This design comes from an exercise in tuning for small area and a short achievable clock period on the open sky130 flow, not from production work. Where RTL was checked, it was by simulation tests only, not by an equivalence proof against the original.

## nickel
## FIR_transposed
module FIR_transposed(clk, reset, noisy_signal, filtered_real);
  input clk;
  input reset;
  input signed [15:0] noisy_signal;
  output signed [15:0] filtered_real;
  wire [15:0] x = noisy_signal;
  wire x15n = ~x[15];
  reg [15:0] h1;
  reg [15:0] h2;
  reg [15:0] h3;
  reg [15:0] h4;
  reg [15:0] h5;
  reg [15:0] h6;
  reg [15:0] h7;
  reg [15:0] h8;
  reg [15:0] h9;
  reg [15:0] h10;
  reg [15:0] h11;
  reg [15:0] h12;
  reg [15:0] h13;
  reg [15:0] h14;
  reg [15:0] h15;
  reg [15:0] h16;
  reg [15:0] h17;
  reg [15:0] h18;
  reg [15:0] h19;
  reg [15:0] h20;
  reg [15:0] h21;
  reg [15:0] h22;
  reg [15:0] h23;
  reg [15:0] h24;
  reg [15:0] h25;
  reg [15:0] h26;
  reg [15:0] h27;
  reg [15:0] h28;
  reg [15:0] h29;
  reg [15:0] h30;
  reg [15:0] h31;
  reg [15:0] h32;
  reg [15:0] h33;
  reg [15:0] h34;
  reg [15:0] h35;
  reg [15:0] h36;
  reg [15:0] h37;
  reg [15:0] h38;
  reg [15:0] h39;
  reg [15:0] h40;
  reg [15:0] h41;
  reg [15:0] h42;
  reg [15:0] h43;
  reg [15:0] h44;
  reg [15:0] h45;
  reg [15:0] h46;
  reg [15:0] h47;
  reg [15:0] h48;
  reg [15:0] h49;
  reg [31:0] T2a;
  reg [31:0] T2b;
  reg [31:0] T1a;
  reg [31:0] T1b;
  wire s0, c1;
  wire s2, c3;
  wire s4, c5;
  wire s6, c7;
  ...
Size in the first run: ~5000 cells after synthesis, ~910 flip-flops, about 34 I/O pins, about 72000 um^2 of cells after synthesis.
clock: 13.0 ns
lec_check: 0
abc_clock_period_in_ps: 2000
cap_margin: 20
core_margin: 2
core_utilization: 40
setup_slack_margin: 5
slew_margin: 20
synth_hierarchical: 1
run.sh (not shown) runs the stock make flow with config.mk's settings and CLKGATE_MAP_FILE= SYNTH_SCRIPT=/design/flow/synth_recipe.tcl, a recipe that flattens the netlist after the stock synthesis.
nickel finished every step from synthesis to the final layout, and the layout passed the timing, design-rule and antenna checks.
[inputs] cedar vs nickel
# nickel
export LEC_CHECK = 0
export ABC_CLOCK_PERIOD_IN_PS = 2000
export CAP_MARGIN = 20
export CORE_MARGIN = 2
export CORE_UTILIZATION = 40
export SETUP_SLACK_MARGIN = 5
export SLEW_MARGIN = 20
export SYNTH_HIERARCHICAL = 1
create_clock -name core_clock -period 13.0 [get_ports {clk}]
# cedar
export LEC_CHECK = 0
export ABC_CLOCK_PERIOD_IN_PS = 2000
export CAP_MARGIN = 20
export CORE_MARGIN = 2
export CORE_UTILIZATION = 55
export CTS_CLUSTER_DIAMETER = 100
export CTS_CLUSTER_SIZE = 22
export SETUP_SLACK_MARGIN = 5
export SLEW_MARGIN = 20
export SYNTH_HIERARCHICAL = 1
create_clock -name core_clock -period 13.0 [get_ports {clk}]
--- outcome ---
Number of slew-limit violations in the final report essentially unchanged between cedar and nickel.
Clock buffer count in the final layout on cedar is down relative to nickel.
[inputs] onyx vs cedar
# cedar
export LEC_CHECK = 0
export ABC_CLOCK_PERIOD_IN_PS = 2000
export CAP_MARGIN = 20
export CORE_MARGIN = 2
export CORE_UTILIZATION = 55
export CTS_CLUSTER_DIAMETER = 100
export CTS_CLUSTER_SIZE = 22
export SETUP_SLACK_MARGIN = 5
export SLEW_MARGIN = 20
export SYNTH_HIERARCHICAL = 1
create_clock -name core_clock -period 13.0 [get_ports {clk}]
# onyx
export LEC_CHECK = 0
export ABC_CLOCK_PERIOD_IN_PS = 2000
export CAP_MARGIN = 20
export CORE_MARGIN = 2
export CORE_UTILIZATION = 40
export CTS_CLUSTER_DIAMETER = 100
export CTS_CLUSTER_SIZE = 22
export SETUP_SLACK_MARGIN = 5
export SLEW_MARGIN = 20
export SYNTH_HIERARCHICAL = 1
create_clock -name core_clock -period 13.0 [get_ports {clk}]
Findings:
- The final layout from onyx, which completed every stage, passed the timing, design-rule and antenna checks at the end of the flow.
- The fraction of met2 tracks used by global routing reported for onyx is smaller than that of cedar by 14 points.
- cedar → onyx: design area now sits higher, path depth of the worst reg2reg path increased by 2 relative to the old numbers.
#### Input delta (quartz over onyx)
# onyx
export LEC_CHECK = 0
export ABC_CLOCK_PERIOD_IN_PS = 2000
export CAP_MARGIN = 20
export CORE_MARGIN = 2
export CORE_UTILIZATION = 40
export CTS_CLUSTER_DIAMETER = 100
export CTS_CLUSTER_SIZE = 22
export SETUP_SLACK_MARGIN = 5
export SLEW_MARGIN = 20
export SYNTH_HIERARCHICAL = 1
create_clock -name core_clock -period 13.0 [get_ports {clk}]
# quartz
export LEC_CHECK = 0
export ABC_CLOCK_PERIOD_IN_PS = 2000
export CAP_MARGIN = 20
export CORE_MARGIN = 2
export CORE_UTILIZATION = 40
export CTS_CLUSTER_DIAMETER = 140
export CTS_CLUSTER_SIZE = 25
export SETUP_SLACK_MARGIN = 5
export SLEW_MARGIN = 20
export SYNTH_HIERARCHICAL = 1
create_clock -name core_clock -period 13.0 [get_ports {clk}]
--- outcome ---
Comparing onyx with quartz, the clock latency on the worst-skew pair came out essentially unchanged. Per the comparison of quartz with onyx, met3 global-route usage essentially unchanged; setup slack went up. quartz vs. onyx: final cell count was more or less identical; final design utilization decreased 0.16 points; final cell area excluding filler cells down about 0.4%.
Modified inputs, indigo compared to quartz
# quartz
export LEC_CHECK = 0
export ABC_CLOCK_PERIOD_IN_PS = 2000
export CAP_MARGIN = 20
export CORE_MARGIN = 2
export CORE_UTILIZATION = 40
export CTS_CLUSTER_DIAMETER = 140
export CTS_CLUSTER_SIZE = 25
export SETUP_SLACK_MARGIN = 5
export SLEW_MARGIN = 20
export SYNTH_HIERARCHICAL = 1
create_clock -name core_clock -period 13.0 [get_ports {clk}]
# indigo
export LEC_CHECK = 0
export ABC_CLOCK_PERIOD_IN_PS = 2000
export CAP_MARGIN = 20
export CORE_MARGIN = 2
export CORE_UTILIZATION = 40
export CTS_CLUSTER_DIAMETER = 60
export CTS_CLUSTER_SIZE = 30
export SETUP_SLACK_MARGIN = 5
export SLEW_MARGIN = 20
export SYNTH_HIERARCHICAL = 1
create_clock -name core_clock -period 13.0 [get_ports {clk}]
## What came out
Looking at average wire per cell in the routed design across indigo and quartz, the one that comes out lower is indigo. Worst path arrival time is lower on indigo. The total routed wirelength of indigo was inferior to that of quartz. When indigo is measured against quartz, its total clock buffers created by CTS turns out 62% higher. On highest net fanout along the worst path, quartz tracks indigo almost exactly.
Changes in pepper relative to indigo:
# indigo
export LEC_CHECK = 0
export ABC_CLOCK_PERIOD_IN_PS = 2000
export CAP_MARGIN = 20
export CORE_MARGIN = 2
export CORE_UTILIZATION = 40
export CTS_CLUSTER_DIAMETER = 60
export CTS_CLUSTER_SIZE = 30
export SETUP_SLACK_MARGIN = 5
export SLEW_MARGIN = 20
export SYNTH_HIERARCHICAL = 1
create_clock -name core_clock -period 13.0 [get_ports {clk}]
# pepper
export LEC_CHECK = 0
export ABC_CLOCK_PERIOD_IN_PS = 2000
export CAP_MARGIN = 20
export CORE_MARGIN = 2
export CORE_UTILIZATION = 40
export SETUP_SLACK_MARGIN = 5
export SLEW_MARGIN = 20
export SYNTH_HIERARCHICAL = 1
create_clock -name core_clock -period 13.0 [get_ports {clk}]
==> flow/flow/run.sh (new file) <==
#!/bin/bash
# Standard layout with a larger setup-repair margin.
bash standard.sh SETUP_SLACK_MARGIN=5.8 finish > standard.log 2>&1
==> flow/standard.sh (new file) <==
#!/bin/bash
# synth_recipe.tcl (not shown) runs the flow's synth.tcl, then flattens the netlist and writes it again
# the make line also repeats each setting of config.mk as NAME=value (left out here)
make -C /OpenROAD-flow-scripts/flow DESIGN_CONFIG=/design/flow/config.mk WORK_HOME=/design/flow/orfs CLKGATE_MAP_FILE= SYNTH_SCRIPT=/design/flow/synth_recipe.tcl "${@:-finish}"
removed: flow/run.sh
--- outcome ---
The final layouts of indigo and pepper pass the timing, design-rule and antenna checks.
The more densely filled core belongs to pepper, not indigo.
pepper vs indigo, sequential share of layout area went down by 0.38 points.
The post-route minimum period in pepper sits 0.68 ns below the value recorded for indigo.
Delta (pepper minus indigo): setup slack has increased; global-route usage has increased; global routing usage on met3 has remained practically unchanged.
Function was not checked in any run of this note: the RTL went through the layout flow alone.

* * *

FIR_transposed, a different RTL version from the one above (not shown whole).
Size in the first run: about 920 flip-flops, roughly 34 I/O pins, about 71000 um^2 of cells after synthesis.
Settings: LEC_CHECK=0, ABC_CLOCK_PERIOD_IN_PS=2000, CAP_MARGIN=20, CORE_MARGIN=2, CORE_UTILIZATION=65, CTS_CLUSTER_DIAMETER=100, CTS_CLUSTER_SIZE=22, SETUP_SLACK_MARGIN=5, SLEW_MARGIN=20, SYNTH_HIERARCHICAL=1; clock period 13.0 ns.
standard.sh (not shown) runs the stock make flow with config.mk's settings and CLKGATE_MAP_FILE= SYNTH_SCRIPT=/design/flow/synth_recipe.tcl, a recipe that flattens the netlist after the stock synthesis.
==> flow/flow/run.sh <==
#!/bin/bash
# Standard layout with a larger setup-repair margin.
bash standard.sh SETUP_SLACK_MARGIN=5.95 finish > standard.log 2>&1
==> next run, changes <==
==> flow/flow/run.sh (replaced) <==
#!/bin/bash
# Standard layout with a larger setup-repair margin and another repair move order.
bash standard.sh SETUP_SLACK_MARGIN=6.0 SETUP_MOVE_SEQUENCE=sizeup,swap,clone,split,buffer finish > standard.log 2>&1
Effect: The changed run ran to the end with no violations; wire length rose by 1.2%.
==> next run, changes <==
==> flow/flow/run.sh (replaced) <==
#!/bin/bash
# Standard layout with a larger setup-repair margin.
bash standard.sh SETUP_SLACK_MARGIN=6.0 finish > standard.log 2>&1
Settings changed: CORE_UTILIZATION 65 to 70.
After rerunning:
- sequential cell count stays the same
- routed wire length is higher by about 5%
- non-clock buffer count is lower by 10
- utilization is higher by 5.7 points
- global-route usage is higher by 5.3 points
- clock skew is lower by 0.030 ns
==> next run, changes <==
Settings changed: CORE_UTILIZATION 70 to 65.
After rerunning: Register-to-register slack gets better by 0.14 ns. Wire length fell by a few percent. Count of clock-buffer cells in the layout came out lower by 1. Global-route usage goes down by 5.3 points. Final area hardly moves. Setup slack gets better by 0.12 ns. Maximum frequency came out higher slightly. Via count decreases slightly.
==> next run, changes <==
==> flow/flow/run.sh (replaced) <==
#!/bin/bash
# Standard layout with a larger setup-repair margin; after the standard pin
# placement the data pins are placed again as one group (flow/pins.tcl).
set -e
R=$PWD/orfs/results/sky130hd/FIR_transposed/base
bash standard.sh SETUP_SLACK_MARGIN=6.0 $R/3_2_place_iop.odb > standard_1.log 2>&1
IOP_ODB=$R/3_2_place_iop.odb IO_PLACER_H=met3 IO_PLACER_V=met2 openroad -no_init -exit flow/pins.tcl > pins.log 2>&1
bash standard.sh SETUP_SLACK_MARGIN=6.0 finish > standard_2.log 2>&1
==> flow/flow/pins.tcl (new file) <==
# Re-place the pins of the placed design with the data ports kept together,
# input and output bits interleaved in bit order, on one edge.
read_db $::env(IOP_ODB)
set names {}
for {set i 0} {$i < 16} {incr i} {
  lappend names "noisy_signal\[$i\]" "filtered_real\[$i\]"
}
set_io_pin_constraint -pin_names $names -region right:* -group -order
place_pins -hor_layers $::env(IO_PLACER_H) -ver_layers $::env(IO_PLACER_V)
write_db $::env(IOP_ODB)
Global-route usage grows by 0.27 points.
Fmax shrinks by 1.2%.
Cell area is about the same.
Synthesized cell count does not change.
Die area is unchanged.
Area after synthesis is unchanged.
Final cell count is about the same.
==> next run, changes <==
==> flow/flow/run.sh (replaced) <==
#!/bin/bash
# Standard layout with a larger setup-repair margin and another repair move order.
bash standard.sh SETUP_SLACK_MARGIN=6.0 SETUP_MOVE_SEQUENCE=unbuffer,sizeup,swap,clone,buffer,split finish > standard.log 2>&1
removed: flow/flow/pins.tcl
Outcome: Cell area barely changes; fmax came out higher by about 1.2%; non-clock buffer count grows by 13; critical path depth shrinks by 1; synthesized area is unchanged.

port drivers added, routing unchanged:
Ports are ideal in the flow. The routed layouts listed here were re-timed in OpenROAD. Step 1 sets driving cells, clkbuf_16 on the clock port and buf_2 on the other inputs (assumed; they add their load-dependent delay and slew). Step 2 adds t to the input delays and takes it off the output delays; t is the mean of the earliest and latest rising clock arrival at the registers after step 1. Input paths then give back, and output paths get back, about the clock's delay inside the block. Slacks: no drivers / after step 1 / after step 2; pairs: no drivers / after step 1.
run | shift t [ns] | setup WS [ns] | hold WS [ns]
nickel | 0.799 | 5.178 / 5.151 / 5.151 | 0.306 / 0.306 / 0.306
cedar | 0.738 | 5.237 / 5.215 / 5.215 | 0.344 / 0.344 / 0.344
onyx | 0.772 | 5.176 / 5.154 / 5.154 | 0.335 / 0.335 / 0.335
quartz | 0.752 | 5.179 / 5.157 / 5.157 | 0.306 / 0.306 / 0.306
indigo | 0.779 | 5.206 / 5.179 / 5.179 | 0.328 / 0.328 / 0.328
pepper | 0.799 | 5.881 / 5.831 / 5.681 | 0.303 / 0.303 / 0.303
the first run of note 2 | 0.760 | 5.957 / 5.923 / 5.788 | 0.364 / 0.364 / 0.364
the second run of note 2 | 0.766 | 6.018 / 5.986 / 5.852 | 0.347 / 0.347 / 0.347
the third run of note 2 | 0.748 | 5.902 / 5.858 / 5.645 | 0.368 / 0.368 / 0.368
the fourth run of note 2 | 0.766 | 6.018 / 5.986 / 5.852 | 0.347 / 0.347 / 0.347
the fifth run of note 2 | 0.759 | 5.933 / 5.883 / 5.655 | 0.357 / 0.357 / 0.357
the sixth run of note 2 | 0.766 | 6.018 / 5.986 / 5.852 | 0.347 / 0.347 / 0.347
After both steps setup and hold are still met in every run listed. For the fifth run of note 2, which loses most, drivers alone change the setup slack by -0.050 ns; drivers and shift together by -0.278 ns.
